From an optimization exercise on the open Yosys and OpenROAD flow, aimed at small area; shortcuts taken in it are not production practice.
At most, simulation tests tie the RTL to the original design; equivalence was not proved.
Only the layout flow was run in runs 3 to 5; the RTL was not checked for function there.
Power and IR drop assume default switching activity.

**flow/run.sh**
```bash
#!/bin/bash
# synth_recipe.tcl (not shown) runs the flow's synth.tcl, then flattens the netlist and writes it again
# the make line also repeats each setting of config.mk as NAME=value (left out here)
make -C /OpenROAD-flow-scripts/flow DESIGN_CONFIG=/design/flow/config.mk WORK_HOME=/design/flow/orfs CLKGATE_MAP_FILE= SYNTH_SCRIPT=/design/flow/synth_recipe.tcl finish
```
**flow/config.mk**
```make
export PLATFORM = sky130hd
export DESIGN_NAME = ICMP
export DESIGN_NICKNAME = ICMP
export VERILOG_FILES = /design/flow/design.v
export SDC_FILE = /design/flow/constraint.sdc
export NUM_CORES = 4
export LEC_CHECK = 0
export CAP_MARGIN = 20
export CORE_MARGIN = 2
export CORE_UTILIZATION = 40
export CTS_BUF_LIST = sky130_fd_sc_hd__clkbuf_8
export CTS_CLUSTER_DIAMETER = 60
export CTS_CLUSTER_SIZE = 20
export SLEW_MARGIN = 20
```
**flow/constraint.sdc**
```tcl
create_clock -name core_clock -period 5.0 [get_ports {clock}]
set_input_delay 1.0000 -clock core_clock [delete_from_list [all_inputs] [get_ports {clock}]]
set_output_delay 1.0000 -clock core_clock [all_outputs]
set_load 0.01 [all_outputs]
```
**flow/design.v**
```verilog
`timescale 1ns / 1ps
module ICMP(readmode,sendmode,hardreset,inputdata,typeoficmpin,codein,restofheaderin,clock,outputmessage,outputvalid,restofheaderout,typeoficmpout,codeout);
input hardreset;
input [31:0] inputdata;
input [31:0] restofheaderin;
input [7:0] typeoficmpin;
input [7:0] codein;
input clock;
input readmode;
input sendmode;
output [31:0] outputmessage;
output outputvalid;
output reg [31:0] restofheaderout;
output reg [7:0] typeoficmpout;
output reg [7:0] codeout;
reg [3:0] cnt;
reg ms, mr;
reg [15:0] h0, h1, h2, h3, h4;
reg [15:0] l1, l2, l3, l4;
reg [15:0] lo;
wire idle   = (cnt == 4'd0);
wire s_e1   = ms & (cnt == 4'd1);
wire rot    = ms & (cnt >= 4'd4);
wire accum  = ms & (cnt >= 4'd4) & (cnt <= 4'd8);
wire first  = ms & (cnt == 4'd4);
wire swin   = ms & (idle | (cnt >= 4'd9));
wire rwin   = mr & (idle | (cnt >= 4'd5));
always @(posedge clock) begin
  if (hardreset) begin
    cnt <= 4'd0;
    ms <= 1'b0;
    mr <= 1'b0;
  end else if (idle) begin
    mr <= readmode;
    ms <= sendmode & ~readmode;
    cnt <= {3'b000, readmode | sendmode};
  end else if ((ms & (cnt == 4'd12)) | (mr & (cnt == 4'd6))) begin
    cnt <= 4'd0;
  end else begin
    cnt <= cnt + 4'd1;
  end
end
wire [15:0] acc_op = first ? 16'd8 : lo;
wire [15:0] lo_op  = first ? 16'd0 : l1;
wire [15:0] sum = acc_op + h0 + lo_op;
always @(posedge clock) begin
  h4 <= rot ? h0 : inputdata[31:16];
  h3 <= s_e1 ? restofheaderin[31:16] : h4;
  h2 <= s_e1 ? {typeoficmpin, codein} : h3;
  h1 <= h2;
  h0 <= h1;
  l1 <= rot ? l2 : inputdata[15:0];
  l2 <= l3;
  l3 <= l4;
  l4 <= s_e1 ? restofheaderin[15:0] : l1;
  lo <= accum ? sum : l1;
end
always @(posedge clock) begin
  if (hardreset) begin
    restofheaderout <= 32'd0;
    typeoficmpout <= 8'd0;
    codeout <= 8'd0;
  end else begin
    if (mr & (cnt == 4'd2)) begin
      typeoficmpout <= h4[15:8];
      codeout <= h4[7:0];
    end
    if (mr & (cnt == 4'd3))
      restofheaderout <= {h4, l1};
  end
end
assign outputvalid = swin;
assign outputmessage = ({32{swin}} & {h0, lo}) | ({32{rwin}} & {h3, l4});
endmodule
```
==> results of run 1 <==
-- flip-flops by register name, indices dropped and copies added (netlist names), 16 cells and up --
| name | cells |
|---|---|
| l3 | 16 |
| h3 | 16 |
| l4 | 16 |
| restofheaderout | 32 |
| h4 | 16 |
| h2 | 16 |
| h1 | 16 |
| h0 | 16 |
| l2 | 16 |
| l1 | 16 |
| lo | 16 |
-- layout make-up --
type	instances	area share, %
well taps	265	3.30
clock buffers	17	2.33
repair buffers	172	16.9
inverters	13	0.486
multi-input cells	457	33.7
flip-flops and latches	214	42.7
clock inverters	8	0.636
-- how the worst max path moves through the flow --
| stage | start | end | slack, ns | depth (start not counted) |
|---|---|---|---|---|
| finish | cnt[0] | lo[15] | 0.64 | 16 |
| global route | cnt[0] | lo[15] | 0.24 | 16 |
| CTS | cnt[0] | lo[15] | 0.68 | 16 |
| detailed placement | cnt[0] | lo[15] | 0.69 | 16 |
| global placement | cnt[0] | lo[15] | 0.85 | 16 |
| floorplan | cnt[0] | lo[15] | 1.47 | 16 |
-- Yosys cell counts (12+ instances only) --
master / count
sky130_fd_sc_hd__dfxtp_1: 214
sky130_fd_sc_hd__nand2_1: 126
sky130_fd_sc_hd__mux2_1: 61
sky130_fd_sc_hd__a21oi_1: 58
sky130_fd_sc_hd__a22o_1: 32
sky130_fd_sc_hd__and2_1: 26
sky130_fd_sc_hd__clkbuf_1: 25
sky130_fd_sc_hd__ha_1: 19
sky130_fd_sc_hd__mux2_2: 18
sky130_fd_sc_hd__fa_1: 16
sky130_fd_sc_hd__o21ai_1: 14
sky130_fd_sc_hd__inv_1: 13
sky130_fd_sc_hd__buf_2: 12
-- per-stage QoR --
stage | setup WS [ns] | hold slack (ns) | util, %
5_1_grt | 0.237 | 0.338 | 51.9
3_3_place_gp | 0.849 | 0.310 | 50.4
4_1_cts | 0.678 | 0.337 | 51.9
6_report | 0.636 | 0.335 | 51.9
2_1_floorplan | 1.47 | 0.310 | -
3_5_place_dp | 0.688 | 0.312 | 50.4
-- logic make-up after synthesis --
family / count (synthesis) / synth area share (%)
fa+ha+maj: 35 / 7.11
flops: 214 / 54.6
mux: 81 / 11.6
compound gates: 140 / 11.5
simple gates: 186 / 10.6
xor+xnor: 15 / 1.67
buf+inv: 54 / 2.96
-- per-layer routing --
metal  vias to the layer above  track usage, %  part of all wire, %
li1                       2755               -                    -
met1                      2608            24.5                   45
met2                       147            32.8                   48
met3                        24            4.50                  5.9
met4                         0            4.80                  1.6
met5                         -               0                    0
-- report_power, final --
part           switching [W]  total [W]  internal, W
registers           0.000103    0.00196      0.00186
logic               0.000459   0.000926     0.000467
clock network       0.000577   0.000912     0.000336
total                0.00114    0.00380      0.00266
-- worst register-to-register path, cell delays in order, from the launching register on --
cell                        delay [ns]
sky130_fd_sc_hd__dfxtp_1          0.37
sky130_fd_sc_hd__inv_1            0.12
sky130_fd_sc_hd__ha_1             0.30
sky130_fd_sc_hd__nand4_1          0.50
sky130_fd_sc_hd__buf_4            0.39
sky130_fd_sc_hd__and2_1           0.19
sky130_fd_sc_hd__fa_1             0.52
sky130_fd_sc_hd__ha_1             0.17
sky130_fd_sc_hd__inv_1            0.06
sky130_fd_sc_hd__fa_1             0.40
sky130_fd_sc_hd__nor2b_1          0.17
sky130_fd_sc_hd__o2111ai_1        0.15
sky130_fd_sc_hd__nand2_1          0.16
sky130_fd_sc_hd__a211oi_2         0.09
sky130_fd_sc_hd__xnor2_1          0.27
sky130_fd_sc_hd__o21bai_1         0.12
sky130_fd_sc_hd__a211o_1          0.29
-- cells in the final DEF (no fill, tap or decap), types with 3 or more instances in the layout --
master                            synthesis  routed
sky130_fd_sc_hd__dfxtp_1                214     214
sky130_fd_sc_hd__xnor2_1                  8       8
sky130_fd_sc_hd__inv_1                   13      15
sky130_fd_sc_hd__mux2_1                  61      61
sky130_fd_sc_hd__a21o_1                  11      11
sky130_fd_sc_hd__ha_1                    19      19
sky130_fd_sc_hd__a21oi_1                 58      58
sky130_fd_sc_hd__and2_1                  26      26
sky130_fd_sc_hd__fa_1                    16      16
sky130_fd_sc_hd__nand3_1                  6       5
sky130_fd_sc_hd__buf_4                    2       8
sky130_fd_sc_hd__nor2b_1                  3       3
sky130_fd_sc_hd__xor2_1                   7       7
sky130_fd_sc_hd__a31oi_1                  3       3
sky130_fd_sc_hd__inv_6                    0       4
sky130_fd_sc_hd__o21ai_1                 14      13
sky130_fd_sc_hd__clkbuf_8                 0      17
sky130_fd_sc_hd__o21ai_0                  8       8
sky130_fd_sc_hd__clkdlybuf4s50_1          0     163
sky130_fd_sc_hd__mux2_2                  18      18
sky130_fd_sc_hd__nand2b_1                 5       5
sky130_fd_sc_hd__nor2_1                   7       7
sky130_fd_sc_hd__a22o_1                  32      32
sky130_fd_sc_hd__nand2_1                126     126
==> run summary, run 1 <==
Clock tree
The number of hold buffers added after CTS is 0. The worst-skew pair later-pin latency is 0.51 ns. The number of buffers created by CTS is 16. The post-CTS repair timing setup buffer count is 0. The clock-pin slew on the worst setup and hold paths is between 0.1 and 0.15 ns. The buffer levels on the longest clock path is 3.

The count of clock tree sinks is 214. TritonCTS built the clock tree. CTS built an H-tree with a depth of 1. The tree is rooted in a sky130_fd_sc_hd__clkbuf_8. The number of gates given a new drive strength after cts is 0.

Route
The detail route stage leaves a number of antenna-violating nets equal to 0. In the final routed layout, each cell accounts on average for between 15 and 20 um. The DRC violation count after routing is 0. The post-detailed-routing wire length is 19.9 mm. The first TritonRoute pass finished after 4 iterations.

The via density per instance is just under 5. The number of vias after detailed routing is 5534. After the first detailed-routing iteration, the DRC count stood at 195.

Setup path
Counting cells, the worst reg-to-reg path comes to 16. The kind of capture point of the worst setup path is a register. The category of the worst setup path launch point is a register. Traced cell by cell, the critical path runs through inv_1 > ha_1 > nand4_1 > buf_4 > and2_1 > fa_1 > ha_1 > inv_1 > fa_1 > nor2b_1 > o2111ai_1 > nand2_1 > a211oi_2 > xnor2_1 > o21bai_1 > a211o_1.

The worst register-to-register path begins at cnt[0]. The largest fanout on the critical path is 18. Across all register-to-register paths, the minimum setup slack is 0.64 ns. For this design, the slowest cell found on the critical path is sky130_fd_sc_hd__fa_1. The data arrival time of the worst path is around 4.8 ns. The kind of cell with the highest combined delay along the critical path is adder cells.

The endpoint required time on the critical path is 5.41 ns. Counting both buffers and inverters, the worst setup path holds a total of 3. The peak per-stage delay on the critical path is 0.52 ns. In this run the critical register-to-register path is captured at lo[15]. The critical path is of the register to register type.

Power and ir drop
The total power per unit cell area is between 300 and 400 nW/um^2. Across the VDD grid, the largest voltage drop is ~0.15 mV. For this design the static power due to leakage is 3.88 nW. Total power for the finished layout comes to 0.00380 W.

Timing
In this run the tightest slew margin relative to its limit is 38.9%. The final-report setup violation count is 0. Setup total negative slack on the finished layout was measured at 0 ns.

The final max-slew violation count is 0. Based on the critical path, the design can be clocked at up to 229 MHz. The total count of hold-check failures in the final report is 0. The worst path uses 87.3% of the clock period. The clock period could shrink to 4.36 ns. For the final database, setup skew stands at 0.0208 ns. For the pin with the worst max-slew slack, the measured transition is 0.916 ns. Setup repair after global routing left no endpoint under its margin.

Finish
The final cell area excluding filler cells is between 10000 and 15000 sq um. The synthesis-to-layout area growth is 27.9%. The total of fill cells in the finished design is 1770. For this run, the number of standard cells in the final layout without fillers is 1146. The layout net count is 993. The register cell area after layout is about 4300 sq um. The area used by multi-input combinational logic is 3380 sq um. The fraction of layout cells with a size suffix above 1 is 6.92%.

The repair_antennas step left the layout with diodes totalling 0.

Yosys
sky130_fd_sc_hd__dfxtp_1 takes more of the synthesized area than any other cell. The cell count after synthesis is 725. The sequential area share after synthesis is 54.6%.

The fraction of post-synthesis cell area in the top cell type by area is 54.6%. The most used flip-flop cell after synthesis is sky130_fd_sc_hd__dfxtp_1. The number of enable-type register cells in the synthesized netlist is 0.

When the netlist entered floorplanning its net count stood at 844. The async set-or-reset flop fraction in the synthesized netlist is 0%. A synthesized cell averages between 10 and 15 sq um.

The synthesized netlist occupies a cell area of 7850 sq um. For this run, the number of Yosys warnings is 1. The number of unique standard cell types used by synthesis is 46.

In this run, synthesis produced a sequential element count of 214. After synthesis, the cell types taking the most area are sky130_fd_sc_hd__dfxtp_1 55%, sky130_fd_sc_hd__mux2_1 8.7%, sky130_fd_sc_hd__nand2_1 6.0%, sky130_fd_sc_hd__fa_1 4.1%, sky130_fd_sc_hd__a21oi_1 3.7%.

Floorplanning
The initial standard-cell utilization of the core is between 40% and 50%. The die is around 140 um tall. The floorplan has 51 rows. In this run the horizontal extent of the chip is 144 um.

The overall die area is 20800 sq um. The floorplan step defined a core boundary enclosing 19300 sq um. The number of top-level pins is 165.

Global routing
The number of global-route vias before repair came to 5768. The largest net degree at the start of global routing is between 50 and 60. The first-pass GRT wire length is 30.7 mm. The number of antenna violations at the first check in global routing was 0. Summed over all layers, the global routing overflow is 0. Across every metal layer, demand over resource in global routing totals between 10% and 20%.

Place
During placement, the flow inserted port buffers numbering 164. The placed cell count is approximately 1100. The congestion estimate from routability-driven global placement came to about 0.91. The area after detailed placement is 9740 sq um. The half-perimeter wire length after placement is 14.1 mm.

Status
The run finished with no timing, DRC or antenna violations.

Flow run
Across the run, the number of max-cap violations was 0.

Min path
The classification of the worst-slack hold path is register to register. The hold-critical path depth is 0. The worst hold path terminates at l2[7]. The startpoint identified for the worst hold timing path is l3[7].
==> run 2: changes to the inputs <==
==> flow/flow/run.sh (new file) <==
#!/bin/bash
# Layout: the standard flow (standard.sh) with two changes:
#  - the port buffers buffer_ports inserts are buf_1 cells
#  - CTS inserts no dummy loads
# make's full output goes to standard.log in the work folder; ORFS's per-step
# logs stay under orfs/logs.
set -euo pipefail
export BUFFER_PORTS_ARGS="-buffer_cell sky130_fd_sc_hd__buf_1"
export CTS_ARGS="-sink_clustering_enable -repair_clock_nets -dont_use_dummy_load"
bash standard.sh > standard.log 2>&1
==> flow/standard.sh (new file) <==
#!/bin/bash
# synth_recipe.tcl (not shown) runs the flow's synth.tcl, then flattens the netlist and writes it again
# the make line also repeats each setting of config.mk as NAME=value (left out here)
make -C /OpenROAD-flow-scripts/flow DESIGN_CONFIG=/design/flow/config.mk WORK_HOME=/design/flow/orfs CLKGATE_MAP_FILE= SYNTH_SCRIPT=/design/flow/synth_recipe.tcl "${@:-finish}"
--- a/flow/config.mk
+++ b/flow/config.mk
@@ -8,7 +8,4 @@
 export CAP_MARGIN = 20
 export CORE_MARGIN = 2
 export CORE_UTILIZATION = 40
-export CTS_BUF_LIST = sky130_fd_sc_hd__clkbuf_8
-export CTS_CLUSTER_DIAMETER = 60
-export CTS_CLUSTER_SIZE = 20
 export SLEW_MARGIN = 20
removed: flow/run.sh
==> run summary, run 2 <==
Power and ir drop
The cell-internal power was 0.00301 W (+13%). The worst ir drop on vdd is 0.238 mV (+57%). The power share of the sequential group came to 47.3% (-4.3 points). The power after layout is 0.00416 W (+9.4%).

The net switching share of the total power was 27.6% (-2.3 points). The total power per unit cell area is 447 nW/um^2 (+18%). The combinational share of power is 19.1% (-5.3 points).

The clock power share was 33.6% (+9.6 points). The static leakage came to 3.59 nW (-7.3%). The switching power of the nets is 0.00115 W (+0.81%).

Global routing
The leftover overflow at the end of global routing is 0 (unchanged). The first-pass GRT wire length is 29.5 mm (-3.8%). The largest net degree at the start of global routing is 40 (-25%). The number of antenna violations at the first check in global routing is 0 (unchanged). The number of global-route vias before repair is 5563 (-3.6%). The global router's overall resource usage is 18.5% (-0.62 points).

Yosys
By count the netlist is led by 214 x sky130_fd_sc_hd__dfxtp_1, 126 x sky130_fd_sc_hd__nand2_1, 61 x sky130_fd_sc_hd__mux2_1, 58 x sky130_fd_sc_hd__a21oi_1, 32 x sky130_fd_sc_hd__a22o_1. In the post-synthesis netlist, the biggest area contributors are sky130_fd_sc_hd__dfxtp_1 55%, sky130_fd_sc_hd__mux2_1 8.7%, sky130_fd_sc_hd__nand2_1 6.0%, sky130_fd_sc_hd__fa_1 4.1%, sky130_fd_sc_hd__a21oi_1 3.7%. The synthesized area per cell is 10.8 sq um (unchanged).

The most numerous cell in the Yosys netlist is sky130_fd_sc_hd__dfxtp_1. The synthesized design spends more area on one cell type than any other, namely sky130_fd_sc_hd__dfxtp_1. The async set-or-reset flop fraction in the synthesized netlist is 0% (unchanged). The fraction of post-synthesis cell area in the top cell type by area was 54.6% (unchanged).

The net count after synthesis is 844 (unchanged). The total number of yosys warnings was 1 (unchanged). The sequential area share after synthesis is 54.6% (unchanged). The number of enable-type register cells in the synthesized netlist is 0 (unchanged). The number of unique standard cell types used by synthesis is 46 (unchanged).

The predominant post-synthesis flop cell is sky130_fd_sc_hd__dfxtp_1. The flip-flop and latch count after synthesis is 214 (unchanged). The post-synthesis instance area is 7850 sq um (unchanged). The cell count after synthesis is 725 (unchanged).

Floorplanning
The initial standard-cell utilization of the core is 40.6% (unchanged). The number of top-level pins is 165 (unchanged). The number of placement rows was 51 (unchanged). The total core area is 19300 sq um (unchanged). The vertical die dimension is 144 um (unchanged). The floorplan die width is 144 um (unchanged).

The overall die area is 20800 sq um (unchanged).

Setup path
The peak per-stage delay on the critical path is 0.52 ns (about the same). The largest fanout on the critical path is 17 (-1). The length in cells of the worst reg-to-reg path is 14 (-2). The category of the worst setup path launch point is a register.

The endpoint required time on the critical path is 5.39 ns (-0.02 ns). The data arrival time of the worst path is 4.57 ns (-0.21 ns). In this run the critical register-to-register path is launched from cnt[0]. The startpoint-to-endpoint class of the critical path is register to register. The kind of capture point of the worst setup path is a register. The endpoint identified for the worst register-to-register timing path is lo[15]. The worst setup slack for register-to-register paths was 0.82 ns (+0.18 ns). The most numerous cell type found on the critical path is sky130_fd_sc_hd__a21o_1. Walking the worst path, the cells encountered are inv_1 > ha_1 > nand4_1 > buf_4 > and2_1 > fa_1 > ha_1 > a21o_1 > a21o_1 > a21o_1 > a211oi_2 > xnor2_1 > o21bai_1 > a211o_1. The largest individual stage delay along the critical path comes from the cell sky130_fd_sc_hd__nand4_1.

Route
The post-detailed-route count of antenna-violating nets was 0 (unchanged). The iteration-0 DRC count of the detailed router is 188 (-3.6%). The average detailed-routed wire length per instance came to 16.7 um (-3.8%). The DRC violation count after routing is 0 (unchanged). The post-detailed-routing wire length is 19.1 mm (-3.9%). The number of vias after detailed routing is 5518 (-0.29%). The via density per instance is 4.82 (-0.11%). The first-pass iteration count of the detailed router is 4 (unchanged).

Clock tree
TritonCTS built the clock tree. The number of gates given a new drive strength after cts is 0 (unchanged). The post-CTS repair timing setup buffer count is 0 (unchanged). The tree is rooted in a sky130_fd_sc_hd__clkbuf_16. The number of buffers created by CTS was 23 (+7). The worst-skew pair later-pin latency is 0.50 ns (about the same). The clock-pin slew on the worst setup and hold paths came to 0.06 ns (-0.05 ns). The total number of H-tree levels was 1 (unchanged). The count of clock tree sinks is 214 (unchanged). The number of hold buffers added after CTS is 0 (unchanged).

The buffer levels on the longest clock path is 3 (unchanged).

Place
The final weighted congestion in routability-driven placement is 0.870 (-4.4%). The half-perimeter wire length after placement is 13.6 mm (-3.7%). The worst setup slack before clock tree synthesis is 0.791 ns (+0.103 ns).

The placed cell count is 1121 (unchanged). The total of buffers placed on input and output ports came to 164 (unchanged).

Timing
The setup slack after layout came to 0.816 ns (+0.179 ns). The post-route clock period utilization is 83.7% (-3.6 points). The setup total negative slack is 0 ns (unchanged). The achievable frequency came to 239 MHz (+4.3%). The final-report setup violation count is 0 (unchanged). The actual slew at the worst max-slew pin came to 0.910 ns (-0.00550 ns). Setup repair after global routing left no endpoint under its margin. The worst clock skew on the final layout is 0.0354 ns (+0.0146 ns). The final max-slew violation count was 0 (unchanged). The clock period minus final worst setup slack is 4.18 ns (-0.179 ns).

The total count of hold-check failures in the final report came to 0 (unchanged). The headroom to the max-slew limit came to 39.2% (+0.37 points).

Finish
The register cell area after layout was 4280 sq um (unchanged). The number of cells in the finished layout apart from fillers came to 1144 (-0.17%). The share of the core filled with cells is 48.1% (-3.8 points). The most common cell after layout, fill and taps aside is sky130_fd_sc_hd__dfxtp_1. The library cells used most frequently in the layout, excluding fill and tap cells, are 214 x sky130_fd_sc_hd__dfxtp_1, 163 x sky130_fd_sc_hd__buf_1, 126 x sky130_fd_sc_hd__nand2_1.

The number of flip-flops under the largest register name is 32 (unchanged). The total of fill cells in the finished design is 1868 (+5.5%). The layout net count was 1000 (+0.70%). The fraction of layout cells with a size suffix above 1 is 6.83% (-0.098 points). The synthesis-to-layout area growth is 18.4%. The area used by multi-input combinational logic came to 3380 sq um (about the same). More flip-flops sit in one register than any other, and that register is restofheaderout. The antenna diode instance count is 0 (unchanged).

Min path
The min-delay analysis places its worst path in the category register to register. The hold-critical path depth is 0 (unchanged). The worst-case hold path end point is l2[13].

In this run the most critical hold path is launched from l3[13].

Status
The flow ran to the end and the layout has no timing, DRC or antenna violations.

Flow run
The number of maximum-capacitance violations is 0 (unchanged).
[run 2: per-layer routing]
layer / up-vias / part of all wire, % / global-route usage (%)
met3: 26 / 6.5 / 4.40
li1: 2774 / - / -
met4: 0 / 2.0 / 4.33
met5: - / 0 / 0
met1: 2583 / 45 / 23.9
met2: 135 / 47 / 31.5
[run 2: critical path, delay by kind of cell, from the launching register on]
family,cells,cell delay (ns)
AOI/OAI and AO/OA,6,1.17
and+or+nand+nor,2,0.71
DFF,1,0.35
adders and majority gates,3,1.14
buffers and inverters,2,0.51
xor gates and xnor gates,1,0.20
[run 2: how the worst max path moves through the flow]
stage	start	endpoint	slack, ns	cells after the start
detailed placement	cnt[0]	lo[15]	0.79	14
finish	cnt[0]	lo[15]	0.82	14
global placement	cnt[0]	lo[15]	0.94	14
floorplan	cnt[0]	lo[15]	1.47	16
CTS	cnt[0]	lo[15]	0.78	14
global route	cnt[0]	lo[15]	0.45	15
[run 2: area by class of cell]
cell class / instances / area share, %
multi-input combinational: 457 / 36.4
tap: 265 / 3.57
timing repair buffer: 172 / 7.28
inverter: 13 / 0.525
sequential: 214 / 46.1
clock buffer: 23 / 6.19
[run 2: kinds of logic (layout without fill, tap and decap cells)]
group	after synthesis	in the layout	synth area share, %
flops	214	214	54.6
simple gates	186	186	10.6
compound gates	140	140	11.5
mux	81	81	11.6
buf+inv	54	208	2.96
fa+ha+maj	35	35	7.11
xor+xnor	15	15	1.67
[run 2: metrics by stage]
step,hold slack [ns],instance area [sq um]
after floorplan,0.310,7850
after CTS,0.318,9300
after detailed placement,0.312,8720
final,0.319,9300
after global routing,0.323,9300
after global placement,0.310,8720
[run 2: power by group through the flow]
stage	clock network, W	logic, W	registers (W)
3_3_place_gp	0	0.000796	0.00200
2_1_floorplan	0	0.000583	0.00196
6_report	0.00140	0.000794	0.00196
4_1_cts	0.00144	0.000806	0.00197
5_1_grt	0.00150	0.000894	0.00198
3_5_place_dp	0	0.000801	0.00200
==> run 3: changes to the inputs <==
--- a/flow/design.v
+++ b/flow/design.v
@@ -42,7 +42,18 @@
 end
 wire [15:0] acc_op = first ? 16'd8 : lo;
 wire [15:0] lo_op  = first ? 16'd0 : l1;
-wire [15:0] sum = acc_op + h0 + lo_op;
+wire [15:0] cs_s = acc_op ^ h0 ^ lo_op;
+wire [15:0] cs_c = (acc_op & h0) | (acc_op & lo_op) | (h0 & lo_op);
+wire [15:0] rc_b = {cs_c[14:0], 1'b0};
+wire [16:0] rc_c;
+assign rc_c[0] = 1'b0;
+genvar gi;
+generate
+  for (gi = 0; gi < 16; gi = gi + 1) begin : rca
+    assign rc_c[gi+1] = (cs_s[gi] & rc_b[gi]) | (rc_c[gi] & (cs_s[gi] ^ rc_b[gi]));
+  end
+endgenerate
+wire [15:0] sum = cs_s ^ rc_b ^ rc_c[15:0];
 always @(posedge clock) begin
   h4 <= rot ? h0 : inputdata[31:16];
   h3 <= s_e1 ? restofheaderin[31:16] : h4;
--- a/flow/flow/run.sh
+++ b/flow/flow/run.sh
@@ -6,5 +6,5 @@
 # logs stay under orfs/logs.
 set -euo pipefail
 export BUFFER_PORTS_ARGS="-buffer_cell sky130_fd_sc_hd__buf_1"
-export CTS_ARGS="-sink_clustering_enable -repair_clock_nets -dont_use_dummy_load"
+export CTS_ARGS="-sink_clustering_enable -repair_clock_nets -dont_use_dummy_load -buf_list sky130_fd_sc_hd__clkbuf_16 -sink_clustering_size 30 -sink_clustering_max_diameter 80"
 bash standard.sh > standard.log 2>&1
==> run summary, run 3 <==
Yosys
The synthesized-area fraction occupied by ao, oa, aoi and oai cells is 8.18% (-3.4 points). In the synthesized netlist the dominant register cell turns out to be sky130_fd_sc_hd__dfxtp_1. The net count after synthesis is 768 (-9.0%).

The simple-gate share of the synthesized area is 9.61% (-0.97 points). The post-synthesis adder-cell area fraction is 8.19% (+1.1 points). The mux cell area share after synthesis is 14.2% (+2.6 points). The sequential area share after synthesis is 55.2% (+0.68 points). The flip-flop and latch count after synthesis is 214 (unchanged). The total number of yosys warnings is 1 (unchanged). The number of enable-type register cells in the synthesized netlist came to 0 (unchanged). The cell count after synthesis is 650 (-10%). The synthesized area per cell is 11.9 sq um (+10%).

The fraction of post-synthesis cell area in the top cell type by area was 55.2% (+0.68 points). Ranked by instance count, the synthesized netlist is headed by 214 x sky130_fd_sc_hd__dfxtp_1, 104 x sky130_fd_sc_hd__nand2_1, 62 x sky130_fd_sc_hd__mux2_2, 51 x sky130_fd_sc_hd__a21oi_1, 32 x sky130_fd_sc_hd__a22o_1. The most numerous cell in the Yosys netlist is sky130_fd_sc_hd__dfxtp_1. The cell accounting for the most synthesized area is sky130_fd_sc_hd__dfxtp_1. The combinational family with the most area after synthesis is multiplexers. By area the synthesized netlist is led by sky130_fd_sc_hd__dfxtp_1 55%, sky130_fd_sc_hd__mux2_2 9.0%, sky130_fd_sc_hd__fa_1 7.2%, sky130_fd_sc_hd__nand2_1 5.0%, sky130_fd_sc_hd__mux2_4 3.9%.

The number of unique standard cell types used by synthesis came to 41 (-11%). The synthesized-area fraction occupied by xor and xnor cells was 0.532% (-1.1 points). The post-synthesis instance area is 7760 sq um (-1.2%). The async set-or-reset flop fraction in the synthesized netlist is 0% (unchanged).

Global routing
The global routing's busiest layer is met2. The leftover overflow at the end of global routing is 0 (unchanged). The first-pass GRT wire length was 28.5 mm (-3.3%).

The number of antenna violations at the first check in global routing is 0 (unchanged). The largest net degree at the start of global routing is 49 (+23%). The number of global-route vias before repair is 5189 (-6.7%).

The global router's overall resource usage was 18.1% (-0.47 points). The global routing met2 resource utilization was 30.5% (-1.0 points). The global routing usage on met3 is 4.56% (+0.16 points). The met1 demand-to-capacity share in global routing came to 23.6% (-0.29 points).

Min path
The worst hold path terminates at h0[9]. The worst hold path belongs to the class register to register. The hold-critical path depth is 0 (unchanged). The hold path startpoint is h1[9].

Route
The number of vias after detailed routing is 5132 (-7.0%). The first-pass iteration count of the detailed router is 4 (unchanged). The post-detailed-route count of antenna-violating nets is 0 (unchanged). The iteration-0 DRC count of the detailed router was 148 (-21%).

The DRC violation count after routing is 0 (unchanged). The post-detailed-routing wire length came to 18.6 mm (-2.7%). The via density per instance was 4.76 (-1.3%). The average detailed-routed wire length per instance is 17.3 um (+3.2%).

Place
The total of buffers placed on input and output ports is 164 (unchanged). The final weighted congestion in routability-driven placement is 0.824 (-5.3%). The half-perimeter wire length after placement came to 13.1 mm (-3.5%).

Finish
The area used by multi-input combinational logic is 3250 sq um (-3.8%). The register with the most flip-flops in the final layout is restofheaderout. The most common cell after layout, fill and taps aside is sky130_fd_sc_hd__dfxtp_1. The layout net count is 938 (-6.2%). The share of the core filled with cells is 48.0% (-0.088 points). The number of flip-flops under the largest register name came to 32 (unchanged). The register cell area after layout came to 4290 sq um (about the same). The total of fill cells in the finished design was 1801 (-3.6%). In the layout the commonest cells are 212 x sky130_fd_sc_hd__dfxtp_1, 163 x sky130_fd_sc_hd__buf_1, 104 x sky130_fd_sc_hd__nand2_1. From synthesis to final layout, the design area changed by 16.9%. The antenna diode instance count came to 0 (unchanged). The fraction of layout cells with a size suffix above 1 is 19.7% (+13 points).

Clock tree
The count of clock tree sinks is 214 (unchanged). The number of buffers created by CTS is 12 (-48%). TritonCTS built the clock tree. The total number of H-tree levels is 1 (unchanged). In this run the clock root is driven by a sky130_fd_sc_hd__clkbuf_16. The worst-skew pair later-pin latency was 0.47 ns (-0.03 ns). The number of hold buffers added after CTS came to 0 (unchanged). The buffer levels on the longest clock path is 3 (unchanged). The clock-pin slew on the worst setup and hold paths is 0.11 ns (+0.05 ns).

Timing
The final-report setup violation count is 5 (+5). Setup repair after global routing could not meet its margin everywhere. The setup slack after layout is -1.62 ns (-2.44 ns).

The worst clock skew on the final layout is 0.0416 ns (+0.00622 ns). The achievable frequency is 151 MHz (-37%). The actual slew at the worst max-slew pin is 0.989 ns (+0.0792 ns). The post-route clock period utilization is 132% (+49 points). The clock period minus final worst setup slack is 6.62 ns (+2.44 ns). The final max-slew violation count is 0 (unchanged). The headroom to the max-slew limit is 33.9% (-5.3 points).

The total count of hold-check failures in the final report is 0 (unchanged). The final-layout worst hold slack came to 0.313 ns (-0.00632 ns).

Setup path
The startpoint of the most critical register-to-register path is cnt[1]. The data arrival time of the worst path came to 6.96 ns (+2.39 ns). The cell type of the slowest stage on the worst timing path is sky130_fd_sc_hd__fa_1. The endpoint required time on the critical path is 5.34 ns (-0.05 ns). The largest fanout on the critical path is 8 (-9). The category of the worst setup path launch point is a register. The endpoint identified for the worst register-to-register timing path is lo[15].

By instance count, the cell type seen most on the critical path is sky130_fd_sc_hd__fa_2. The peak per-stage delay on the critical path is 0.43 ns (-0.09 ns). The length in cells of the worst reg-to-reg path is 28 (+14). The kind of capture point of the worst setup path is a register. The startpoint-to-endpoint class of the critical path is register to register. The worst setup slack for register-to-register paths is -1.62 ns (-2.44 ns).

Status
The flow ran to the end, but the layout failed its checks. In this run the layout check failures are setup timing.

Floorplanning
The vertical die dimension is 143 um (-0.60%). The number of placement rows was 50 (-2.0%). The total core area is 18900 sq um (-2.3%). The floorplan die width is 143 um (-0.60%). The overall die area is 20500 sq um (-1.2%). The initial standard-cell utilization of the core is 41.1% (+0.44 points). The number of top-level pins is 165 (unchanged).

Power and ir drop
The static leakage is 3.44 nW (-4.2%). The total power per unit cell area was 352 nW/um^2 (-21%). The worst ir drop on vdd is 0.202 mV (-15%).

Flow run
The number of maximum-capacitance violations came to 0 (unchanged).
==> run 3: metal layers <==
layer / part of all wire [%] / wire length (um) / up-vias
met5: 0 / 0 / -
met4: 1.9 / 361 / 0
met3: 6.7 / 1250 / 19
met2: 46 / 8640 / 139
met1: 45 / 8350 / 2466
li1: - / - / 2508
==> run 3: power by group <==
| group | switching (W) | total, W | leakage, nW | internal (W) |
|---|---|---|---|---|
| Clock | 0.000523 | 0.000955 | 0.148 | 0.000432 |
| Sequential | 0.0000580 | 0.00186 | 1.79 | 0.00180 |
| Combinational | 0.000183 | 0.000375 | 1.51 | 0.000192 |
==> run 3: critical path, delay by kind of cell (launching register included) <==
kind / cells / cell delay (ns)
fa+ha+maj: 16 / 4.82
buf+inv: 6 / 0.42
xor+xnor: 1 / 0.27
flops: 1 / 0.34
simple gates: 2 / 0.25
compound gates: 3 / 0.38
==> run 3: layout make-up <==
| type | instances | area share (%) |
|---|---|---|
| clock buffer | 12 | 3.31 |
| inverter | 14 | 0.579 |
| multi-input combinational | 383 | 35.8 |
| sequential | 214 | 47.3 |
| tap | 260 | 3.59 |
| timing repair buffer | 195 | 9.41 |
==> run 3: stage by stage <==
stage | cell area [sq um] | setup slack [ns] | total power [W] | std cells | TNS, ns
5_1_grt | 9070 | -1.87 | 0.00334 | 1078 | -5.81
3_3_place_gp | 8740 | -1.60 | 0.00227 | 1065 | -4.76
4_1_cts | 9050 | -1.65 | 0.00322 | 1077 | -4.88
2_1_floorplan | 7810 | -1.58 | 0.00213 | 650 | -4.88
6_report | 9070 | -1.62 | 0.00319 | 1078 | -4.73
3_5_place_dp | 8740 | -1.68 | 0.00228 | 1065 | -4.98
==> run 3: how the worst max path moves through the flow <==
stage / start / end / slack (ns)
2_1_floorplan: cnt[1] / lo[15] / -1.58
3_3_place_gp: cnt[1] / lo[15] / -1.60
3_5_place_dp: cnt[1] / lo[15] / -1.68
4_1_cts: cnt[1] / lo[15] / -1.65
5_1_grt: cnt[1] / lo[15] / -1.87
6_report: cnt[1] / lo[15] / -1.62
==> run 3: timing repair <==
item	4_1_cts	5_1_grt
endpoints found under the setup margin	6	6
pin swaps	4	1
buffers inserted	0	1
resized for setup	4	4
==> run 3: logic make-up after synthesis <==
kind of cell             after synthesis
XOR/XNOR                               3
multiplexers                          91
AND/OR/NAND/NOR                      159
adder cells (fa/ha/maj)               34
AO/OA/AOI/OAI                         96
flip-flops                           214
buffers and inverters                 53
==> run 4: changes to the inputs <==
==> flow/flow/run.sh (replaced) <==
#!/bin/bash
# Layout: the standard flow (standard.sh) with two changes:
#  - the port buffers buffer_ports inserts are buf_1 cells
#  - CTS inserts no dummy loads
# make's full output goes to standard.log in the work folder; ORFS's per-step
# logs stay under orfs/logs.
set -euo pipefail
export BUFFER_PORTS_ARGS="-buffer_cell sky130_fd_sc_hd__buf_1"
export CTS_ARGS="-sink_clustering_enable -repair_clock_nets -dont_use_dummy_load -buf_list sky130_fd_sc_hd__clkbuf_8 -sink_clustering_size 18 -sink_clustering_max_diameter 60"
bash standard.sh > standard.log 2>&1
==> run summary, run 4 <==
Status
The flow ran to the end, but the layout failed its checks. A clean result was blocked by setup timing.

Floorplanning
The number of top-level pins came to 165 (unchanged). The vertical die dimension came to 143 um (unchanged). The total core area is 18900 sq um (unchanged). The floorplan die width is 143 um (unchanged). The initial standard-cell utilization of the core is 41.1% (unchanged). The overall die area is 20500 sq um (unchanged). The number of placement rows is 50 (unchanged).

Yosys
The net count after synthesis came to 768 (unchanged). In the post-synthesis netlist, the cell with the most instances is sky130_fd_sc_hd__dfxtp_1. The number of unique standard cell types used by synthesis is 41 (unchanged). The total number of yosys warnings is 1 (unchanged). The sequential area share after synthesis is 55.2% (unchanged). The predominant post-synthesis flop cell is sky130_fd_sc_hd__dfxtp_1.

In the post-synthesis netlist, the biggest area contributors are sky130_fd_sc_hd__dfxtp_1 55%, sky130_fd_sc_hd__mux2_2 9.0%, sky130_fd_sc_hd__fa_1 7.2%, sky130_fd_sc_hd__nand2_1 5.0%, sky130_fd_sc_hd__mux2_4 3.9%. Of all cell types, the one taking the most synthesized area is sky130_fd_sc_hd__dfxtp_1. The number of enable-type register cells in the synthesized netlist is 0 (unchanged). By count the netlist is led by 214 x sky130_fd_sc_hd__dfxtp_1, 104 x sky130_fd_sc_hd__nand2_1, 62 x sky130_fd_sc_hd__mux2_2, 51 x sky130_fd_sc_hd__a21oi_1, 32 x sky130_fd_sc_hd__a22o_1.

The post-synthesis instance area is 7760 sq um (unchanged). The synthesized area per cell is 11.9 sq um (unchanged). The async set-or-reset flop fraction in the synthesized netlist is 0% (unchanged). The flip-flop and latch count after synthesis came to 214 (unchanged). The cell count after synthesis is 650 (unchanged). The fraction of post-synthesis cell area in the top cell type by area is 55.2% (unchanged).

Setup path
The largest fanout on the critical path is 8 (unchanged). The cell that appears most often on the critical path is sky130_fd_sc_hd__fa_2. The category of the worst setup path launch point is a register. The most critical setup path has its startpoint at cnt[1]. The cell type of the slowest stage on the worst timing path is sky130_fd_sc_hd__fa_1. By startpoint and endpoint, the worst setup path is classified as register to register.

The data arrival time of the worst path is 7.01 ns (+0.05 ns). The kind of capture point of the worst setup path is a register. The peak per-stage delay on the critical path came to 0.43 ns (about the same). The startpoint of the most critical register-to-register path is cnt[1]. The endpoint required time on the critical path is 5.38 ns (+0.04 ns).

Clock tree
The CTS tree is done. The total number of H-tree levels is 1 (unchanged). The clock-pin slew on the worst setup and hold paths is 0.11 ns (about the same). The worst-skew pair later-pin latency is 0.52 ns (+0.05 ns). The count of clock tree sinks is 214 (unchanged).

The number of buffers created by CTS is 18 (+6). The buffer levels on the longest clock path came to 3 (unchanged). The cell sitting at the root of the clock tree is a sky130_fd_sc_hd__clkbuf_8.

Power and ir drop
The power after layout came to 0.00308 W (-3.5%). The worst ir drop on vdd is 0.237 mV (+17%). The static leakage is 3.42 nW (-0.54%). The total power per unit cell area was 342 nW/um^2 (-3.0%).

Route
The routed length on met1 was 8.32 mm (-0.41%). The post-detailed-route count of antenna-violating nets is 0 (unchanged). In this run the top signal layer used is met4. The average detailed-routed wire length per instance is 17.2 um (about the same).

The number of vias after detailed routing is 5131 (-0.019%). The post-detailed-routing wire length is 18.7 mm (+0.46%). The DRC violation count after routing is 0 (unchanged). The detailed route wirelength on metal2 is 8.61 mm (-0.39%). The first-pass iteration count of the detailed router is 4 (unchanged). The met3 layer wire length in the routed design came to 1.36 mm (+9.3%). The via density per instance is 4.73 (-0.57%).

The iteration-0 DRC count of the detailed router was 167 (+13%).

Timing
The achievable frequency was 151 MHz (about the same). The total count of hold-check failures in the final report is 0 (unchanged). The worst clock skew on the final layout came to 0.0664 ns (+0.0248 ns). The final-report setup violation count was 5 (unchanged). The actual slew at the worst max-slew pin is 0.993 ns (+0.00399 ns). The clock period minus final worst setup slack is 6.63 ns (+0.00310 ns). The post-route clock period utilization is 133% (about the same).

Setup repair after global routing could not meet its margin everywhere. The final max-slew violation count came to 0 (unchanged). The final-layout worst hold slack came to 0.290 ns (-0.0231 ns). The setup slack after layout is -1.63 ns (-0.00310 ns).

The headroom to the max-slew limit is 33.6% (-0.27 points).

Place
The final weighted congestion in routability-driven placement is 0.824 (unchanged). The half-perimeter wire length after placement is 13.1 mm (unchanged). The total of buffers placed on input and output ports is 164 (unchanged). The worst setup slack before clock tree synthesis is -1.68 ns (unchanged). The area after detailed placement is 8740 sq um (unchanged).

Flow run
The number of maximum-capacitance violations came to 0 (unchanged).

Global routing
The first-pass GRT wire length came to 28.9 mm (+1.2%). The number of antenna violations at the first check in global routing was 0 (unchanged). The largest net degree at the start of global routing is 49 (unchanged). The global router's overall resource usage came to 18.4% (+0.32 points). The number of global-route vias before repair is 5252 (+1.2%).

The leftover overflow at the end of global routing was 0 (unchanged).

Min path
The hold path startpoint is h1[9]. The classification of the worst-slack hold path is register to register.

Finish
Leaving out fill and tap cells, the most frequent cells in the layout are 212 x sky130_fd_sc_hd__dfxtp_1, 163 x sky130_fd_sc_hd__buf_1, 104 x sky130_fd_sc_hd__nand2_1. The fraction of layout cells with a size suffix above 1 was 20.3% (+0.58 points). The number of flip-flops under the largest register name is 32 (unchanged). Counting flops per register, the top entry is restofheaderout. The final cell area excluding filler cells is 9020 sq um (-0.58%).

Compared with the post-synthesis result, the final layout area differs by 16.2%. The antenna diode instance count came to 0 (unchanged). The layout net count came to 944 (+0.64%). The most common cell after layout, fill and taps aside is sky130_fd_sc_hd__dfxtp_1.
==> run 4: cell counts after synthesis <==
Identical to the previous run, type by type.
==> run 4: cell families after synthesis <==
family / synth area share [%]
flip-flops: 55.2
AND/OR/NAND/NOR: 9.61
AO/OA/AOI/OAI: 8.18
multiplexers: 14.2
buffers and inverters: 4.07
adder cells (fa/ha/maj): 8.19
XOR/XNOR: 0.532
==> run 4: power by group <==
part / internal (W) / switching [W] / total, W
Sequential: 0.00180 / 0.0000581 / 0.00186
Clock: 0.000324 / 0.000518 / 0.000842
Combinational: 0.000192 / 0.000184 / 0.000376
Total: 0.00232 / 0.000760 / 0.00308
==> run 4: layout make-up <==
cell class	count	area, sq um
fillers	1805	9880
clock buffers	18	248
multi-input cells	383	3250
flip-flops and latches	214	4290
repair buffers	195	853
well taps	260	325
inverters	14	52.6
==> run 4: metal layers <==
| layer | global-route usage [%] | vias up |
|---|---|---|
| met2 | 30.7 | 150 |
| met1 | 23.6 | 2443 |
| met5 | 0 | - |
| met4 | 3.92 | 0 |
| met3 | 5.60 | 24 |
| li1 | - | 2514 |
==> run 4: final timing paths <==
check / to / slack [ns] / cells after the start
worst min register to register: h0[9] / 0.29 / 0
worst max register to register: lo[15] / -1.63 / 28
worst max-delay path: lo[15] / -1.63 / 28
worst min-delay path: h0[9] / 0.29 / 0
==> run 4: worst max-delay path, delay by kind of cell (launching register included) <==
kind,cells,cell delay (ns)
AND/OR/NAND/NOR,2,0.25
adder cells (fa/ha/maj),16,4.83
AO/OA/AOI/OAI,3,0.38
buffers and inverters,6,0.42
flip-flops,1,0.34
XOR/XNOR,1,0.27
==> run 4: per-stage QoR <==
step / setup TNS (ns) / std cells / utilization, %
6_report: -4.68 / 1084 / 47.7
5_1_grt: -5.70 / 1084 / 47.7
4_1_cts: -4.86 / 1083 / 47.6
3_5_place_dp: -4.98 / 1065 / 46.2
3_3_place_gp: -4.76 / 1065 / 46.2
2_1_floorplan: -4.88 / 650 / -
==> run 4: repair_timing <==
action / in CTS / in global routing
hold buffers: 0 / 0
setup endpoints to repair: 6 / 6
resized for setup: 4 / 4
pin swaps: 4 / 1
buffers inserted: 0 / 1
==> run 5: changes to the inputs <==
==> flow/design.v (replaced) <==
`timescale 1ns / 1ps
module ICMP(readmode,sendmode,hardreset,inputdata,typeoficmpin,codein,restofheaderin,clock,outputmessage,outputvalid,restofheaderout,typeoficmpout,codeout);  
input hardreset;
output [31:0]restofheaderout;
reg [31:0] restofheaderout;
 output [7:0] typeoficmpout;
 reg [7:0] typeoficmpout;
input [31:0] inputdata;  
input [31:0] restofheaderin; 
input [7:0] typeoficmpin;  
input [7:0] codein;  
output [7:0] codeout;
reg [7:0] codeout;
input clock;  
input readmode;
input sendmode;
output outputvalid;
output [31:0] outputmessage;  
reg [15:0] checksum;
reg [31:0] outputmessage;  
reg outputvalid;  
parameter SIZE=5;
parameter icmptypecode=5'b00000;
parameter roh=5'b00001;
parameter inpd1=5'b00010;
parameter inpd2=5'b00011;
parameter inpd3=5'b00100;
parameter csgen1=5'b00101;
parameter csgen2=5'b00110;
parameter opmsg1=5'b00111;
parameter opmsg2=5'b01000;
parameter opmsg3=5'b01001;
parameter opmsg4=5'b01010;
parameter opmsg5=5'b01011;
parameter icmptcrd=5'b01100;
parameter rohrd=5'b01101;
parameter d1rd=5'b01110;
parameter d2rd=5'b01111;
parameter d3rd=5'b10000;
parameter ord=5'b10001;
parameter IDLE=5'b11111;
reg [15:0] m0;
reg [31:0] m1;
reg [31:0] m2;
reg [31:0] m3;
reg [31:0] m4;
reg sendtrap;
reg readtrap;
reg [SIZE-1:0] state;  
always @ (posedge clock)
begin
	if (hardreset==1)
		begin
		end
	else
		begin
		end
	end
always @ (posedge clock)
begin
	if (hardreset==1)
		begin
		state<=IDLE;
		end
	else
		begin
			case(state)
			IDLE :   begin
			         if(sendmode&&~readmode)
			         begin
			         sendtrap<=1;
			         state<=icmptypecode;
			         end
			         if(readmode)
			         begin
			         readtrap<=1;
			         state<=icmptcrd;
			         end
			         end
			icmptypecode : state<=roh;
			roh : state<=inpd1;
			inpd1 : state<=inpd2;
			inpd2 : state<=inpd3;
			inpd3 : state<=csgen1;
			csgen1 : state<=csgen2;
			csgen2 : state<=opmsg1;
			opmsg1 : state<=opmsg2;
			opmsg2 : state<=opmsg3;
			opmsg3 : state<=opmsg4;
			opmsg4 : state<=opmsg5;
			opmsg5 : state<=IDLE;
			icmptcrd: state<=rohrd;
			rohrd: state<=d1rd;
			d1rd: state<=d2rd;
			d2rd: state<=d3rd;
			d3rd: state<=ord;
			default : state<=IDLE;
			endcase
		end
	end
always @(posedge clock)
begin
	if(hardreset)
	begin
	sendtrap<=0;
	readtrap<=0;
	m0<=0;
	m1<=0;
	m2<=0;
	m3<=0;
	m4<=0;
	checksum<=0;
	outputmessage<=0;
	outputvalid<=0;
	restofheaderout<=0;
	typeoficmpout<=0;
	codeout<=0;
	end
	else
	begin
	case(state)
	IDLE : begin
	       outputmessage<=0;
	       outputvalid<=0;
	       end
icmptypecode : begin
				m0<={typeoficmpin,codein};
				m1<=restofheaderin;
				m2<=inputdata;
				checksum<=16'b0;
				end
roh :			begin
                m3<=inputdata;
				checksum<=~m0;
				end
inpd1 :         begin
                m4<=inputdata;
                checksum<=checksum+(~(m1[31:16])+(~(m1[15:0])));
                end
inpd2 :         begin
                checksum<=checksum+(~(m2[31:16])+(~(m2[15:0])));
                end
inpd3 :         begin
                checksum<=checksum+(~(m3[31:16])+(~(m3[15:0])));
                end
csgen1 :        begin
                checksum<=checksum+(~(m4[31:16])+(~(m4[15:0])));
                end
csgen2 :        begin
                checksum<=~checksum;
                end
opmsg1 :        begin
                outputmessage<={m0,checksum};
                outputvalid<=1;
                end
opmsg2 :        begin
                outputmessage<=m1;
                end
opmsg3 :        begin
                outputmessage<=m2;
                end
opmsg4 :        begin
                outputmessage<=m3;
                end
opmsg5 :        begin
                outputmessage<=m4;
               sendtrap<=0;
                end
icmptcrd :      	        begin
                            m0<=inputdata[31:16];
                            checksum<=inputdata[15:0];
                            end
rohrd :                     begin
                            m1<=inputdata;
                            typeoficmpout<=m0[15:8];
                            codeout<=m0[7:0];
                            end
d1rd :                  begin
                        m2<=inputdata;
                        restofheaderout<=m1;
                        end
d2rd :                  begin
                        m3<=inputdata;
                        outputmessage<=m2;
                        end
d3rd :                  begin
                        m4<=inputdata;
                        outputmessage<=m3;
                        end
ord :                   begin
                        readtrap<=0;
                        outputmessage<=m4;
                        end
default : begin
end
endcase
end
end
endmodule  
==> flow/run.sh (new file) <==
#!/bin/bash
# synth_recipe.tcl (not shown) runs the flow's synth.tcl, then flattens the netlist and writes it again
# the make line also repeats each setting of config.mk as NAME=value (left out here)
make -C /OpenROAD-flow-scripts/flow DESIGN_CONFIG=/design/flow/config.mk WORK_HOME=/design/flow/orfs CLKGATE_MAP_FILE= SYNTH_SCRIPT=/design/flow/synth_recipe.tcl finish
removed: flow/flow/run.sh
removed: flow/standard.sh
==> run summary, run 5 <==
Yosys
The net count after synthesis is 1995 (+160%). The sequential area share after synthesis was 34.8% (-20 points). The async set-or-reset flop fraction in the synthesized netlist came to 0% (unchanged). The predominant post-synthesis flop cell is sky130_fd_sc_hd__dfxtp_1. By area the synthesized netlist is led by sky130_fd_sc_hd__dfxtp_1 35%, sky130_fd_sc_hd__nand2_1 11%, sky130_fd_sc_hd__fa_1 9.1%, sky130_fd_sc_hd__a21oi_1 8.2%, sky130_fd_sc_hd__ha_1 5.0%. The synthesized area per cell is 7.90 sq um (-34%). By instance count, the leading cell after synthesis is sky130_fd_sc_hd__nand2_1.

Sorting the synthesized cells by how often they occur yields 425 x sky130_fd_sc_hd__nand2_1, 246 x sky130_fd_sc_hd__dfxtp_1, 231 x sky130_fd_sc_hd__a21oi_1, 131 x sky130_fd_sc_hd__inv_1, 89 x sky130_fd_sc_hd__clkbuf_1. The number of unique standard cell types used by synthesis is 60 (+46%). The cell count after synthesis is 1791 (+180%). The fraction of post-synthesis cell area in the top cell type by area is 34.8% (-20 points). The number of enable-type register cells in the synthesized netlist came to 0 (unchanged). The post-synthesis instance area came to 14100 sq um (+82%).

The flip-flop and latch count after synthesis is 246 (+15%). The total number of yosys warnings was 1 (unchanged). The cell accounting for the most synthesized area is sky130_fd_sc_hd__dfxtp_1.

Floorplanning
The number of top-level pins is 165 (unchanged). The overall die area is 36900 sq um (+80%). The vertical die dimension is 192 um (+34%). The number of placement rows is 68 (+36%).

The initial standard-cell utilization of the core is 40.8% (-0.29 points). The total core area is 34700 sq um (+84%). The floorplan die width is 192 um (+34%).

Finish
The synthesis-to-layout area growth is 21.6%. The number of cells in the finished layout apart from fillers is 2379 (+120%). The final cell area excluding filler cells was 17200 sq um (+91%).

The layout net count was 2107 (+120%). The library cell used most frequently in the layout, excluding fill and tap cells, is sky130_fd_sc_hd__nand2_1. The register cell area after layout is 4920 sq um (+15%). The area used by multi-input combinational logic was 8420 sq um (+160%). The fraction of layout cells with a size suffix above 1 came to 5.09% (-15 points).

The antenna diode instance count is 0 (unchanged). The total of fill cells in the finished design is 3457 (+92%). The top cell types in the final layout, fill and taps aside, are 425 x sky130_fd_sc_hd__nand2_1, 246 x sky130_fd_sc_hd__dfxtp_1, 229 x sky130_fd_sc_hd__a21oi_1.

Place
The final weighted congestion in routability-driven placement came to 0.957 (+16%). The area after detailed placement was 16200 sq um (+86%). The placed cell count was 2328 (+120%). The half-perimeter wire length after placement is 41.6 mm (+220%). The total of buffers placed on input and output ports is 164 (unchanged).

Timing
The total count of hold-check failures in the final report is 0 (unchanged). The final max-slew violation count is 0 (unchanged). Setup repair after global routing left no endpoint under its margin. The actual slew at the worst max-slew pin came to 1.12 ns (+0.123 ns).

The post-route clock period utilization is 72.1% (-60 points). The achievable frequency is 277 MHz (+84%). The final-report setup violation count was 0 (-5). The headroom to the max-slew limit came to 25.4% (-8.2 points). The clock period minus final worst setup slack was 3.61 ns (-3.02 ns). The worst clock skew on the final layout is 0.0414 ns (-0.0250 ns). The setup total negative slack is 0 ns (+4.68 ns).

Route
The post-detailed-routing wire length is 57.3 mm (+210%). The iteration-0 DRC count of the detailed router is 1445 (+770%). The post-detailed-route count of antenna-violating nets came to 0 (unchanged). The number of vias after detailed routing was 13800 (+170%).

The first-pass iteration count of the detailed router is 6 (+2). The average detailed-routed wire length per instance is 24.1 um (+40%). The via density per instance was 5.81 (+23%). The DRC violation count after routing is 0 (unchanged).

Setup path
The worst setup slack for register-to-register paths is 1.39 ns (+3.02 ns). Walking the worst path, the cells encountered are fa_1 > ha_1 > fa_1 > a211oi_1 > o21bai_1 > a41oi_1 > a21o_1 > xnor2_1 > a22oi_1 > a31oi_1. The cell family contributing the most delay on the critical path is compound AO/OA/AOI/OAI gates. The endpoint required time on the critical path is 5.41 ns (+0.03 ns).

STA classifies the critical path startpoint as a register. The cell type of the slowest stage on the worst timing path is sky130_fd_sc_hd__dfxtp_1. The kind of capture point of the worst setup path is a register. The peak per-stage delay on the critical path was 0.56 ns (+0.13 ns).

In this run the critical register-to-register path is launched from checksum[1]. The largest fanout on the critical path is 7 (-1). The data arrival time of the worst path is 4.01 ns (-3.00 ns). The length in cells of the worst reg-to-reg path is 10 (-64%).

The startpoint-to-endpoint class of the critical path is register to register. In this design, the critical path's most frequently occurring cell is sky130_fd_sc_hd__fa_1. In this run the critical register-to-register path is captured at checksum[15]. The critical path buffer and inverter count came to 0 (-6).

Global routing
The number of global-route vias before repair is 13400 (+160%). The first-pass GRT wire length is 84.8 mm (+190%). The global router's overall resource usage is 31.0% (+13 points).

The leftover overflow at the end of global routing is 0 (unchanged). The largest net degree at the start of global routing is 101 (+110%). The number of antenna violations at the first check in global routing came to 0 (unchanged).

Clock tree
The clock-pin slew on the worst setup and hold paths is 0.07 ns (-0.04 ns). The number of hold buffers added after CTS is 0 (unchanged). The post-CTS repair timing setup buffer count is 0 (unchanged).

The count of clock tree sinks was 246 (+15%). The worst-skew pair later-pin latency was 0.58 ns (+0.06 ns). The clock root buffer is sky130_fd_sc_hd__clkbuf_16.

The buffer levels on the longest clock path is 3 (unchanged). The total number of H-tree levels is 1 (unchanged). The number of buffers created by CTS came to 28 (+10).

The number of gates given a new drive strength after cts is 0 (-4). TritonCTS built the clock tree.

Min path
The hold path startpoint is restofheaderout[17]. The min-delay analysis places its worst path in the category register to register. The hold-critical path depth is 2 (+2). The worst-case hold path end point is restofheaderout[17].

Power and ir drop
The worst ir drop on vdd is 0.283 mV (+19%). The static leakage is 5.78 nW (+69%). The total power per unit cell area is 485 nW/um^2 (+42%).

Flow run
The number of maximum-capacitance violations is 0 (unchanged).

Status
The flow ran to the end and the layout has no timing, DRC or antenna violations.
-- run 5: cell count changes in the layout (fill, tap and decap cells not counted), moves of 52 or more --
cell                              previous run  this run
sky130_fd_sc_hd__a21oi_1                    50       229
sky130_fd_sc_hd__a22oi_1                     0        56
sky130_fd_sc_hd__buf_1                     163         0
sky130_fd_sc_hd__clkdlybuf4s50_1             0       163
sky130_fd_sc_hd__ha_1                        4        56
sky130_fd_sc_hd__inv_1                       9       131
sky130_fd_sc_hd__mux2_2                     61         0
sky130_fd_sc_hd__nand2_1                   104       425
sky130_fd_sc_hd__nor2_1                      2        72
-- run 5: worst max path at each step --
stage,startpoint,end,cells past startpoint
floorplan,checksum[1],checksum[9],9
global placement,checksum[1],checksum[15],10
detailed placement,checksum[1],checksum[15],10
CTS,checksum[1],checksum[15],10
global route,checksum[1],checksum[15],10
finish,checksum[1],checksum[15],10
-- run 5: kinds of logic after synthesis --
kind of cell	count (synthesis)	synth area share (%)
muxes	4	0.283
DFF	246	34.8
xor gates and xnor gates	57	3.53
adders and majority gates	120	14.0
and+or+nand+nor	596	17.0
AOI/OAI and AO/OA	531	24.0
buffers and inverters	237	6.36
-- run 5: per-stage QoR --
stage	hold WS (ns)	total power, W	util, %	setup slack [ns]
floorplan	0.444	0.00500	-	2.04
global placement	0.446	0.00615	46.8	1.47
detailed placement	0.447	0.00615	46.8	1.46
CTS	0.455	0.00831	49.6	1.41
global route	0.470	0.00885	49.6	1.24
finish	0.457	0.00835	49.6	1.39
-- run 5: worst reg2reg max path, cell delays in order (launching register included) --
cell,delay (ns)
sky130_fd_sc_hd__dfxtp_1,0.56
sky130_fd_sc_hd__fa_1,0.47
sky130_fd_sc_hd__ha_1,0.25
sky130_fd_sc_hd__fa_1,0.50
sky130_fd_sc_hd__a211oi_1,0.48
sky130_fd_sc_hd__o21bai_1,0.19
sky130_fd_sc_hd__a41oi_1,0.43
sky130_fd_sc_hd__a21o_1,0.20
sky130_fd_sc_hd__xnor2_1,0.08
sky130_fd_sc_hd__a22oi_1,0.18
sky130_fd_sc_hd__a31oi_1,0.10
-- run 5: layout make-up --
type / instances / area share, %
Clock buffer: 46 / 5.16
Clock inverter: 5 / 0.451
Inverter: 132 / 2.88
Multi-Input combinational cell: 1308 / 49.0
Sequential cell: 246 / 28.6
Tap cell: 455 / 3.31
Timing Repair Buffer: 187 / 10.6
-- run 5: routing by layer --
layer	vias up	wire length (um)	global-route usage (%)
met5	-	0	0
met4	0	2140	10.0
met3	101	4930	7.40
met2	603	25100	48.2
met1	6664	25100	42.2
li1	6453	-	-
-- run 5: report_power, final --
group	switching, W	internal, W
clock	0.000873	0.00126
combinational	0.00236	0.00151
sequential	0.000251	0.00209
total	0.00348	0.00486

[afterwards: timing with drivers on the ports]
No port has a modelled driver above. Below, the same layouts with a new extraction and two added sets of constraints.
Step 1: set_driving_cell puts a clkbuf_16 on clock and a buf_2 on each other input, an assumption about the parent block.
Step 2 also shifts input and output timing later by t, the mid clock arrival at the registers, as if the neighbouring blocks saw the same clock.
Slacks: ideal ports / drivers / drivers and shift; pairs: ideal ports / drivers.
run	t (ns)	setup slack, ns	worst hold slack (ns)	worst setup path at the end	pins driven straight from the clock port
run 1	0.542	0.636 / 0.636 / 0.636	0.335 / 0.335 / 0.335	register to register	1
run 2	0.530	0.816 / 0.816 / 0.816	0.319 / 0.319 / 0.319	register to register	1
run 3	0.496	-1.624 / -1.624 / -1.624	0.313 / 0.313 / 0.313	register to register	1
run 4	0.526	-1.627 / -1.627 / -1.627	0.290 / 0.290 / 0.290	register to register	1
run 5	0.611	1.394 / 1.394 / 1.394	0.457 / 0.457 / 0.457	register to register	1
